This design comes from an exercise in tuning for small area, a short achievable clock period and few clock cycles on the open sky130 flow, not from production work.
Where RTL was checked, it was by simulation tests only, not by an equivalence proof against the original.

==> build 74 <==
==> flow/design.v (excerpt) <==
module axi_stream_insert_header #(
    parameter DATA_WD = 64,
    parameter DATA_BYTE_WD = DATA_WD / 8,
    parameter BYTE_CNT_WD = $clog2(DATA_BYTE_WD)
) (
    input                       clk             ,
    input                       rst_n           ,
    input                       valid_in        ,
    input [DATA_WD-1 : 0]       data_in         ,
    input [DATA_BYTE_WD-1 : 0]  keep_in         ,
    input                       last_in         ,
    output                      ready_in        ,
    output                      valid_out       ,
    output [DATA_WD-1 : 0]      data_out        ,
    output [DATA_BYTE_WD-1 : 0] keep_out        ,
    output                      last_out        ,
    input                       ready_out       ,
    input                       valid_insert    ,
    input [DATA_WD-1 : 0]       data_insert     ,
    input [DATA_BYTE_WD-1 : 0]  keep_insert     ,
    input [BYTE_CNT_WD : 0]     byte_insert_cnt ,
    output                      ready_insert
    );
==> module axi_stream_insert_header, before the edit <==
module axi_stream_insert_header #(
    parameter DATA_WD = 64,
    parameter DATA_BYTE_WD = DATA_WD / 8,
    parameter BYTE_CNT_WD = $clog2(DATA_BYTE_WD)
) (
    input                       clk             ,
    input                       rst_n           ,
    input                       valid_in        ,
    input [DATA_WD-1 : 0]       data_in         ,
    input [DATA_BYTE_WD-1 : 0]  keep_in         ,
    input                       last_in         ,
    output                      ready_in        ,
    output                      valid_out       ,
    output [DATA_WD-1 : 0]      data_out        ,
    output [DATA_BYTE_WD-1 : 0] keep_out        ,
    output                      last_out        ,
    input                       ready_out       ,
    input                       valid_insert    ,
    input [DATA_WD-1 : 0]       data_insert     ,
    input [DATA_BYTE_WD-1 : 0]  keep_insert     ,
    input [BYTE_CNT_WD : 0]     byte_insert_cnt ,
    output                      ready_insert
    );
    localparam NB = DATA_BYTE_WD;
    reg                 in_pkt ;  
    reg                 tail   ;  
    reg  [DATA_WD-1:0]  carry  ;  
    reg  [NB-1:0]       mask   ;  
    reg  [BYTE_CNT_WD-1:0] rot ;  
    reg  [NB-2:0]       keep_r ;  
    function [DATA_WD-1:0] rotr;
        input [DATA_WD-1:0] d;
        input integer       n;
        rotr = (d >> (n * 8)) | (d << (DATA_WD - n * 8));
    endfunction
    function [NB-1:0] rotk;
        input [NB-1:0] k;
        input integer  n;
        rotk = (k >> n) | (k << (NB - n));
    endfunction
    wire [DATA_WD-1:0] lane_mask;
    genvar g;
    generate
        for (g = 0; g < NB; g = g + 1) begin : g_mask
            assign lane_mask[g*8 +: 8] = {8{mask[g]}};
        end
    endgenerate
    wire [DATA_WD-1:0] s0 = (carry & lane_mask) | (data_in & ~lane_mask);
    wire [DATA_WD-1:0] s1 = rot[0] ? rotr(s0, 1) : s0;
    wire [DATA_WD-1:0] s2 = rot[1] ? rotr(s1, 2) : s1;
    wire [DATA_WD-1:0] s3 = rot[2] ? rotr(s2, 4) : s2;
    wire [NB-1:0] k0 = tail ? ({1'b1, keep_r} & mask) : (keep_in | mask);
    wire [NB-1:0] k1 = rot[0] ? rotk(k0, 1) : k0;
    wire [NB-1:0] k2 = rot[1] ? rotk(k1, 2) : k1;
    wire [NB-1:0] k3 = rot[2] ? rotk(k2, 4) : k2;
    wire fits = ~|(keep_in & mask);
    wire idle = !in_pkt && !tail;
    assign ready_in     = in_pkt && ready_out;
    assign valid_out    = tail || (in_pkt && valid_in);
    assign ready_insert = idle || (ready_out && (tail || (in_pkt && valid_in && last_in && fits)));
    assign data_out = s3;
    assign keep_out = k3;
    assign last_out = tail || (last_in && fits);
    wire shake_insert = valid_insert && ready_insert;
    wire shake_in     = valid_in && ready_in;
    always @(posedge clk or negedge rst_n) begin
        if (!rst_n) begin
            in_pkt <= 1'b0;
            tail   <= 1'b0;
        end
        else begin
            if (shake_insert)
                in_pkt <= 1'b1;
            else if (shake_in && last_in)
                in_pkt <= 1'b0;
            if (shake_in && last_in && !fits)
                tail <= 1'b1;
            else if (ready_out)
                tail <= 1'b0;
        end
    end
    wire ld_hdr  = shake_insert;
    wire ld_in   = shake_in && !shake_insert;
    wire ld_hold = !shake_insert && !shake_in;
    always @(posedge clk)
        carry <= ({DATA_WD{ld_hdr}} & data_insert) | ({DATA_WD{ld_in}} & data_in) |
                 ({DATA_WD{ld_hold}} & carry);
    always @(posedge clk) begin
        if (shake_insert) begin
            mask <= ~({NB{1'b1}} << byte_insert_cnt);
            rot  <= byte_insert_cnt[BYTE_CNT_WD-1:0];
        end
        if (shake_in)
            keep_r <= keep_in[NB-2:0];
    end
endmodule
export LEC_CHECK = 0
export CAP_MARGIN = 20
export CORE_MARGIN = 2
export CORE_UTILIZATION = 40
export PLACE_DENSITY = 0.6
export SLEW_MARGIN = 20
create_clock -name core_clock -period 5.0 [get_ports {clk}]
standard.sh (not shown) runs the stock make flow with config.mk's settings and CLKGATE_MAP_FILE= SYNTH_SCRIPT=/design/flow/synth_recipe.tcl, a recipe that flattens the netlist after the stock synthesis.
==> flow/flow/run.sh <==
#!/bin/bash
# The standard ORFS layout (standard.sh), with these changes:
# - synthesis maps the logic with an area-oriented ABC script (flow/area.abc);
#   registers, flattening and names are synth_recipe.tcl's, unchanged;
# - every port is buffered with the smallest buffer cell (the resizer may
#   still upsize it) instead of the default choice;
# - clock tree: clkbuf_8 buffers and no dummy loads;
# - timing repair up to CTS aims for PRE_MARGIN ns of setup slack on the worst
#   path only; after global routing it only repairs up to POST_MARGIN.
set -euo pipefail
W=$PWD
PRE_MARGIN=${PRE_MARGIN:-2.0}
POST_MARGIN=${POST_MARGIN:-0}
COMMON=(
  "SYNTH_SCRIPT=$W/flow/my_synth.tcl"
  "MY_ABC_SCRIPT=$W/flow/area.abc"
  "FLOW_SYNTH_TCL=$W/synth_recipe.tcl"
  "BUFFER_PORTS_ARGS=-buffer_cell sky130_fd_sc_hd__buf_1"
  "CTS_ARGS=-sink_clustering_enable -repair_clock_nets -dont_use_dummy_load -buf_list sky130_fd_sc_hd__clkbuf_8 -root_buf sky130_fd_sc_hd__clkbuf_8"
  "TNS_END_PERCENT=10"
)
bash standard.sh "${COMMON[@]}" "SETUP_SLACK_MARGIN=$PRE_MARGIN" cts > flow_to_cts.log 2>&1
bash standard.sh "${COMMON[@]}" "SETUP_SLACK_MARGIN=$POST_MARGIN" finish > flow_to_finish.log 2>&1
==> flow/flow/area.abc <==
strash
dch
map -a
amap
topo
stime -c
==> flow/flow/my_synth.tcl <==
# The standard flow's synthesis script (synth_recipe.tcl), with ABC mapping the logic by
# the area-oriented script in MY_ABC_SCRIPT instead of ORFS's own script.
proc abc {args} {
  set i [lsearch -exact $args -script]
  if { $i >= 0 } { lset args [expr { $i + 1 }] $::env(MY_ABC_SCRIPT) }
  set i [lsearch -exact $args -D]
  if { $i >= 0 } { set args [lreplace $args $i [expr { $i + 1 }]] }
  puts "abc (own script): $args"
  yosys abc {*}$args
}
source $::env(FLOW_SYNTH_TCL)
==> build 47 (differences from build 74) <==
==> flow/design.v (replaced) <==
module axi_stream_insert_header #(
    parameter DATA_WD = 64,
    parameter DATA_BYTE_WD = DATA_WD / 8,
    parameter BYTE_CNT_WD = $clog2(DATA_BYTE_WD)
) (
    input                       clk             ,
    input                       rst_n           ,
    input                       valid_in        ,
    input [DATA_WD-1 : 0]       data_in         ,
    input [DATA_BYTE_WD-1 : 0]  keep_in         ,
    input                       last_in         ,
    output                      ready_in        ,
    output                      valid_out       ,
    output [DATA_WD-1 : 0]      data_out        ,
    output [DATA_BYTE_WD-1 : 0] keep_out        ,
    output                      last_out        ,
    input                       ready_out       ,
    input                       valid_insert    ,
    input [DATA_WD-1 : 0]       data_insert     ,
    input [DATA_BYTE_WD-1 : 0]  keep_insert     ,
    input [BYTE_CNT_WD : 0]     byte_insert_cnt ,
    output                      ready_insert
    );
    reg                       in_pkt ;  
    reg                       tail   ;  
    reg  [DATA_WD-1:0]        carry  ;  
    reg  [DATA_BYTE_WD-1:0]   mask   ;  
    reg  [BYTE_CNT_WD-1:0]    rot    ;  
    reg  [DATA_BYTE_WD-1:0]   keep_r ;  
    function [DATA_WD-1:0] rot_data;
        input [DATA_WD-1:0]     d;
        input [BYTE_CNT_WD-1:0] r;
        rot_data = {d, d} >> (r * 8);
    endfunction
    function [DATA_BYTE_WD-1:0] rot_keep;
        input [DATA_BYTE_WD-1:0] k;
        input [BYTE_CNT_WD-1:0]  r;
        rot_keep = {k, k} >> r;
    endfunction
    wire [DATA_WD-1:0] lane_mask;
    genvar g;
    generate
        for (g = 0; g < DATA_BYTE_WD; g = g + 1) begin : g_mask
            assign lane_mask[g*8 +: 8] = {8{mask[g]}};
        end
    endgenerate
    wire fits = ~|(keep_in & mask);
    wire idle = !in_pkt && !tail;
    assign ready_in     = in_pkt && ready_out;
    assign valid_out    = tail || (in_pkt && valid_in);
    assign ready_insert = idle || (ready_out && (tail || (in_pkt && valid_in && last_in && fits)));
    assign data_out = rot_data((carry & lane_mask) | (data_in & ~lane_mask), rot);
    assign keep_out = tail ? rot_keep(keep_r & mask, rot) :
                      last_in ? rot_keep(keep_in | mask, rot) : {DATA_BYTE_WD{1'b1}};
    assign last_out = tail || (last_in && fits);
    wire shake_insert = valid_insert && ready_insert;
    wire shake_in     = valid_in && ready_in;
    always @(posedge clk or negedge rst_n) begin
        if (!rst_n) begin
            in_pkt <= 1'b0;
            tail   <= 1'b0;
        end
        else begin
            if (shake_insert)
                in_pkt <= 1'b1;
            else if (shake_in && last_in)
                in_pkt <= 1'b0;
            if (shake_in && last_in && !fits)
                tail <= 1'b1;
            else if (ready_out)
                tail <= 1'b0;
        end
    end
    always @(posedge clk) begin
        if (shake_insert) begin
            carry <= data_insert;
            mask  <= ~({DATA_BYTE_WD{1'b1}} << byte_insert_cnt);
            rot   <= byte_insert_cnt[BYTE_CNT_WD-1:0];
        end
        else if (shake_in) begin
            carry  <= data_in;
            keep_r <= keep_in;
        end
    end
endmodule
==> flow/flow/run.sh (replaced) <==
#!/bin/bash
# Standard ORFS layout, with every port buffered by the smallest buffer cell
# (the resizer may still upsize it) instead of the default choice.
set -euo pipefail
bash standard.sh "BUFFER_PORTS_ARGS=-buffer_cell sky130_fd_sc_hd__buf_1" finish > standard_flow.log 2>&1
--- a/flow/config.mk
+++ b/flow/config.mk
@@ -5,8 +5,10 @@
 export SDC_FILE = /design/flow/constraint.sdc
 export NUM_CORES = 4
 export LEC_CHECK = 0
+export ABC_AREA = 1
 export CAP_MARGIN = 20
 export CORE_MARGIN = 2
 export CORE_UTILIZATION = 40
 export PLACE_DENSITY = 0.6
+export SETUP_SLACK_MARGIN = 2.5
 export SLEW_MARGIN = 20
removed: flow/flow/area.abc
removed: flow/flow/my_synth.tcl
==> trial 43 (differences from build 74) <==
--- a/flow/flow/run.sh
+++ b/flow/flow/run.sh
@@ -17,7 +17,7 @@
   "FLOW_SYNTH_TCL=$W/synth_recipe.tcl"
   "BUFFER_PORTS_ARGS=-buffer_cell sky130_fd_sc_hd__buf_1"
   "CTS_ARGS=-sink_clustering_enable -repair_clock_nets -dont_use_dummy_load -buf_list sky130_fd_sc_hd__clkbuf_8 -root_buf sky130_fd_sc_hd__clkbuf_8"
-  "TNS_END_PERCENT=10"
+  "TNS_END_PERCENT=5"
 )
 bash standard.sh "${COMMON[@]}" "SETUP_SLACK_MARGIN=$PRE_MARGIN" cts > flow_to_cts.log 2>&1
 bash standard.sh "${COMMON[@]}" "SETUP_SLACK_MARGIN=$POST_MARGIN" finish > flow_to_finish.log 2>&1
--- a/flow/config.mk
+++ b/flow/config.mk
@@ -7,6 +7,6 @@
 export LEC_CHECK = 0
 export CAP_MARGIN = 20
 export CORE_MARGIN = 2
-export CORE_UTILIZATION = 40
-export PLACE_DENSITY = 0.6
+export CORE_UTILIZATION = 55
+export PLACE_DENSITY = 0.75
 export SLEW_MARGIN = 20
==> summary of the runs <==
Build 47 finished clean. Trial 43 finished clean. Build 74 finished clean. Wire length: build 47 > build 74 > trial 43. Synthesized cell count is the same in trial 43 and build 74. Core utilization, highest first: trial 43, build 47, build 74. Non-clock buffer count: build 74 < trial 43 < build 47.
Testbench counts of build 74, summed over its fixed seeds: cycles 11,954.
Testbench counts of trial 43, summed over its fixed seeds: cycles 11,954.
No functional check of the RTL was part of build 47.

[separate check: timing with driven ports]
The results above use ideal ports. As a check the final layouts listed here were re-extracted and re-timed, cells and wires unchanged. Step 1: set_driving_cell puts a clkbuf_16 on clk and a buf_2 on each other input, an assumption about the parent block. Step 2 moves the port delays by t, midway between the first and last clock arrival at a register: inputs arrive t later, outputs are due t later. That takes back most of the time a late clock gives input paths. Slacks: no drivers / after step 1 / after step 2; pairs: no drivers / after step 1.
run	shift t [ns]	slack for setup (ns)	worst hold slack (ns)	latest minus earliest clock arrival (ns)	slew at the worst register clock pin (ns)
build 74	0.406	1.842 / 1.807 / 1.586	0.396 / 0.388 / 0.464	0.036 / 0.036	0.10 / 0.10
build 47	0.393	1.957 / 1.915 / 2.011	0.403 / 0.384 / 0.674	0.014 / 0.014	0.08 / 0.08
trial 43	0.389	1.876 / 1.852 / 1.534	0.409 / 0.400 / 0.466	0.029 / 0.029	0.09 / 0.09
After both steps every run listed still meets setup and hold. For trial 43, which loses most, drivers alone change the setup slack by -0.024 ns; drivers and shift together by -0.342 ns.
